Background: an optimization exercise with open tools, aiming at small area and a short achievable clock period. Do not read the settings as production practice. No functional check of the RTL was part of any run shown here.

==> flow/design.v, too long to show whole: its modules and the start of the top module <==
// module dist_sort: 2226 lines
// module fa: 4 lines
// module absdiff: 13 lines
// module square: 22 lines
module dist_sort (
    input logic        clk, rst,
    input logic [63:0] query,
    input logic [63:0] search_0,
    input logic [63:0] search_1,
    input logic [63:0] search_2,
    input logic [63:0] search_3,
    input logic [63:0] search_4,
    input logic [63:0] search_5,
    input logic [63:0] search_6,
    input logic [63:0] search_7,
    input logic        in_valid,
    output logic [2:0] addr_1st,
    output logic [2:0] addr_2nd,
    output logic       out_valid
);
  // ...
==> flow/run.sh <==
#!/bin/bash
# synth_recipe.tcl (not shown) runs the flow's synth.tcl, then flattens the netlist and writes it again
# the make line also repeats each setting of config.mk as NAME=value (left out here)
make -C /OpenROAD-flow-scripts/flow DESIGN_CONFIG=/design/flow/config.mk WORK_HOME=/design/flow/orfs CLKGATE_MAP_FILE= SYNTH_SCRIPT=/design/flow/synth_recipe.tcl finish
==> flow/config.mk <==
export PLATFORM = sky130hd
export DESIGN_NAME = dist_sort
export DESIGN_NICKNAME = dist_sort
export VERILOG_FILES = /design/flow/design.v
export SDC_FILE = /design/flow/constraint.sdc
export NUM_CORES = 4
export LEC_CHECK = 0
export CAP_MARGIN = 20
export CORE_MARGIN = 2
export CORE_UTILIZATION = 40
export SLEW_MARGIN = 20
export SYNTH_HIERARCHICAL = 1
export SYNTH_MINIMUM_KEEP_SIZE = 0
==> flow/constraint.sdc <==
create_clock -name core_clock -period 17.0 [get_ports {clk}]
set_input_delay 3.4000 -clock core_clock [delete_from_list [all_inputs] [get_ports {clk}]]
set_output_delay 3.4000 -clock core_clock [all_outputs]
set_load 0.01 [all_outputs]
==> out/metrics.csv, run 1 <==
metric,value,unit
cp.required,17.61,ns
synthTopCellsByArea,"fa_1 (35%), dfxtp_1 (18%), mux2i_1 (5.7%), xnor2_1 (4.0%), ha_1 (3.7%)",
met3_usage,4.97,%
reg2reg_from,m_r[65][0],
syn_avg_cell_area,11.0,um^2
wl_per_cell,27.0,um
cp-start-kind,primary input,
yosysMostFrequentCell,fa_1,
synth_xor_area_share,5.85,%
hold_end,v[1],
fp.dieW,414,um
start_util,40.3,%
cts_tree,done,
ant_nets,0,
synth-seq-cells,617,
post_cts_resized,0,
gr-usage-met1,37.0,%
status,timing/DRC/antenna clean,
drc,0,
final-nonclk-buf-share,8.09,%
ioPinCount,586,
antenna_found_initial,23,
top_regs,"m_r: 512 flops, d: 96 flops",
ys_types,86,
min_path_cells,0,
critical_path.most_common_cell,fa_1,
largestClassByArea,multi-input gates,
synth_edf_count,0,
synth-simple-area-share,14.3,%
grt_first_pass_wirelength,348,mm
cts_buffers,78,
drt-pass1-iter-count,8,
==> run 2: changes to the inputs <==
--- a/flow/design.v
+++ b/flow/design.v
@@ -2185,26 +2185,20 @@
         d[2] <= ra_2 + rb_2;
         d[3] <= ra_3 + rb_3;
         d[4] <= ra_4 + rb_4;
         d[5] <= ra_5 + rb_5;
         d[6] <= ra_6 + rb_6;
         d[7] <= ra_7 + rb_7;
     end
     logic le [8][8];
-    logic [11:0] nd [8];
-    always_comb for (int i = 0; i < 8; i++) nd[i] = ~d[i];
     always_comb begin
         for (int i = 0; i < 8; i++)
-            for (int j = 0; j < 8; j++) begin
-                logic cy;
-                cy = 1'b1;   
-                for (int k = 0; k < 12; k++) cy = (d[j][k] & nd[i][k]) | (cy & (d[j][k] | nd[i][k]));
-                le[i][j] = (i < j) ? cy : 1'b0;
-            end
+            for (int j = 0; j < 8; j++)
+                le[i][j] = (i < j) ? d[i] <= d[j] : 1'b0;
     end
     logic [7:0] first, second;
     always_comb begin
         for (int j = 0; j < 8; j++) begin
             logic [7:0] lose;
             for (int i = 0; i < 8; i++)
                 lose[i] = (i < j) ? le[i][j] : (i > j) ? ~le[j][i] : 1'b0;
             first[j] = lose == 8'd0;
==> run 2 against run 1 <==
Die area grew 3.1%. Sequential cell count is the same. Final cell count grew 2.7%. Utilization grew 0.22 points. Worst setup slack lost 0.052 ns. Maximum frequency shrank 0.87%. Register-to-register slack gained 0.14 ns. Highest routed layer unchanged.
==> out/metrics.csv, run 2 <==
metric,value,unit,change
hold_buffers,0,,
synth-seq-cells,617,,unchanged
syn_inst,6187,,
r2r_slack,11.31,ns,
synth_area_leader_cell,fa_1,,
path_max_fanout,8,,
hold_ws,0.346,ns,
critical_path_buf_inv_count,2,,
slew-limit-headroom,18.5,%,
clockRootBuffer,clkbuf_16,,
grt-ovfl-total,0,,
die_y,420,um,
top_regs,"m_r: 512 flops, d: 96 flops",,
place_congestion,0.956,,
synth_flop_cell,dfxtp_1,,
start_util,40.3,%,+0.065 points
place_area,77600,um^2,
reg2reg_to,d[6][11],,
tns,0,ns,
cp.required,17.59,ns,-0.02 ns
reg2reg_from,m_r[97][0],,
fmax,0.168,GHz,
cts_tree,done,,
num_vias,48200,,
first_global_vias,50500,,
crit_arrival,6.56,ns,
synthTopCellsByCount,"fa_1 (1164), dfxtp_1 (614), ha_1 (533), inv_1 (441), mux2i_1 (384)",,
synth_edf_count,0,,unchanged
setup_ws,11.03,ns,
post_cts_resized,0,,unchanged
worstMarginPinSlew,1.22,ns,
fillers,15800,,
hold_viol_final,0,,
status,timing/DRC/antenna clean,,
cap_viol_max_count,0,,
finalSetupViolCount,0,,
endpoint_kind,register,,
final_area,80400,um^2,
cts_sinks,617,,
place_ws,10.37,ns,
wl_per_cell,26.0,um,-3.8%
period_needed,5.97,ns,
hold_end,v[2],,
cp.depth,8,,
layout_common_cells,"fa_1 (1164), dfxtp_1 (614), clkdlybuf4s50_1 (585)",,
synth-async-reset-ratio,0.486,%,
fp.dieW,420,um,+1.5%
min-delay-start,v[1],,
crit_family,adder cells,,
netlist_area,69300,um^2,
rsz0062_at_grt,false,,
ys_warn_count,14,,
grt_max_degree,13,,
slew_viol_final,0,,
min_path_cells,0,,unchanged
drive_above_1_share,6.68,%,
cts_buffers,80,,+2.6%
die-area,177000,um^2,
coreArea,172000,um^2,
ant_nets,0,,unchanged
cts_max_level,3,,
ioPinCount,586,,unchanged
reg2reg_depth,15,,
hpwlAfterDp,196,mm,
fp-row-count,152,,
clkLatencyLatePin,0.70,ns,
path_cells,clkdlybuf4s50_1 > inv_1 > ha_1 > fa_1 > fa_1 > fa_1 > and2b_1 > a211oi_2,,
antenna_found_initial,20,,-13%
area_growth,15.9,%,
crit_type,primary input to register,,
drc,0,,unchanged
slowest_stage,fa_1,,
clock_path_buffers,3,,
grt_usage,27.0,%,
final_nets,9063,,
synthTopCellsByArea,"fa_1 (34%), dfxtp_1 (18%), ha_1 (9.6%), mux2i_1 (5.5%), xnor2_1 (4.0%)",,
ys_seq_area_share,17.8,%,
layout_commonest_cell,fa_1,,
fin_skew,0.0354,ns,
max_stage_delay,0.54,ns,
largest-register,m_r,,
synth_nets,8463,,
fin_crit_sh,35.1,%,
cp-start-kind,primary input,,
worstHoldPathType,register to register,,
yosysMostFrequentCell,fa_1,,
ys_types,57,,-34%
port_buffers,585,,
largest_register_ffs,512,,
drtIter0Drc,3125,,
drt-pass1-iter-count,5,,-3
cts.clk_slew.worst_paths,0.06,ns,
cts_setup_buffers,0,,
critical_path.most_common_cell,fa_1,,
grt_first_pass_wirelength,340,mm,-2.4%
syn_avg_cell_area,11.2,um^2,+2.2%
vias_per_cell,5.25,,
wirelength,239,mm,
synth_top_cell_area_share,33.6,%,
==> run 2: changes by cell type after synthesis, moves of 23 or more <==
cell / previous run / this run
a21oi_1: 80 / 143
ha_1: 199 / 533
clkbuf_1: 42 / 0
maj3_1: 69 / 0
nand4_1: 5 / 79
nor2_1: 223 / 162
nand2_1: 365 / 314
a21o_1: 18 / 41
maj3_2: 29 / 0
==> run 2: layout make-up <==
cell class                 instances  area (um^2)  share of cell area (%)
timing repair buffer             646         6310                    7.86
clock buffer                     103         2190                    2.72
tap                             2310         2890                    3.60
sequential                       617        12400                    15.4
inverter                         441         1660                    2.06
antenna                           10         25.0                  0.0311
clock inverter                    46          572                   0.712
multi-input combinational       5001        54300                    67.6
==> run 2: worst max path at each step <==
| stage | startpoint | endpoint | slack, ns |
|---|---|---|---|
| final | query[12] | m_r[19][3] | 11.03 |
| after global routing | query[12] | m_r[19][3] | 10.98 |
| after CTS | query[12] | m_r[19][3] | 11.08 |
| after detailed placement | query[12] | m_r[35][3] | 10.37 |
| after global placement | query[12] | m_r[19][3] | 10.43 |
| after floorplan | query[0] | m_r[0][3] | 11.61 |
==> run 2: cell families after synthesis <==
logic type / synth area share, %
AOI/OAI and AO/OA: 7.97
adders and majority gates: 43.2
DFF: 17.8
xor gates and xnor gates: 5.76
muxes: 7.62
and+or+nand+nor: 13.8
buffers and inverters: 3.77
==> run 2: per-module statistics from Yosys (local to each module, per instance) <==
module | cells | flip-flops and latches
dist_sort | 1979 | 617
square | 13 | 0
absdiff | 11 | 0
fa | 1 | 0
==> run 2: through the flow <==
stage | utilization (%) | std cells
finish | 46.7 | 9174
global route | 46.7 | 9169
CTS | 46.7 | 9164
detailed placement | 45.1 | 9015
global placement | 45.1 | 9015
floorplan | - | 6187
==> run 2: per-layer routing <==
layer,up-vias,share of wire (%),wire (um),global-route usage (%)
met3,404,6.0,14300,4.62
met1,24200,43,102000,35.1
met4,6,5.1,12100,12.7
met5,-,0.10,239,0.889
li1,22100,-,-,-
met2,1394,46,110000,43.7

port drivers added, routing unchanged:
No port has a modelled driver above. Below, the same layouts with a new extraction and two added sets of constraints.
Step 1, drivers: a clkbuf_16 drives clk and a buf_2 each remaining input, both assumed.
Step 2 adds t to the input delays and takes it off the output delays; t is the mean of the earliest and latest rising clock arrival at the registers after step 1. Input paths then give back, and output paths get back, about the clock's delay inside the block.
a / b / c = ideal / step 1 / step 2; a / b = the first two.
run | shift t [ns] | setup WS [ns] | clock arrival spread, ns
run 1 | 0.760 | 11.084 / 11.146 / 10.386 | 0.035 / 0.035
run 2 | 0.758 | 11.032 / 11.080 / 10.323 | 0.043 / 0.043
After both steps setup and hold are still met in every run listed. The setup slack of run 2, which loses most, moves by +0.048 ns with the drivers and by -0.709 ns with both steps.
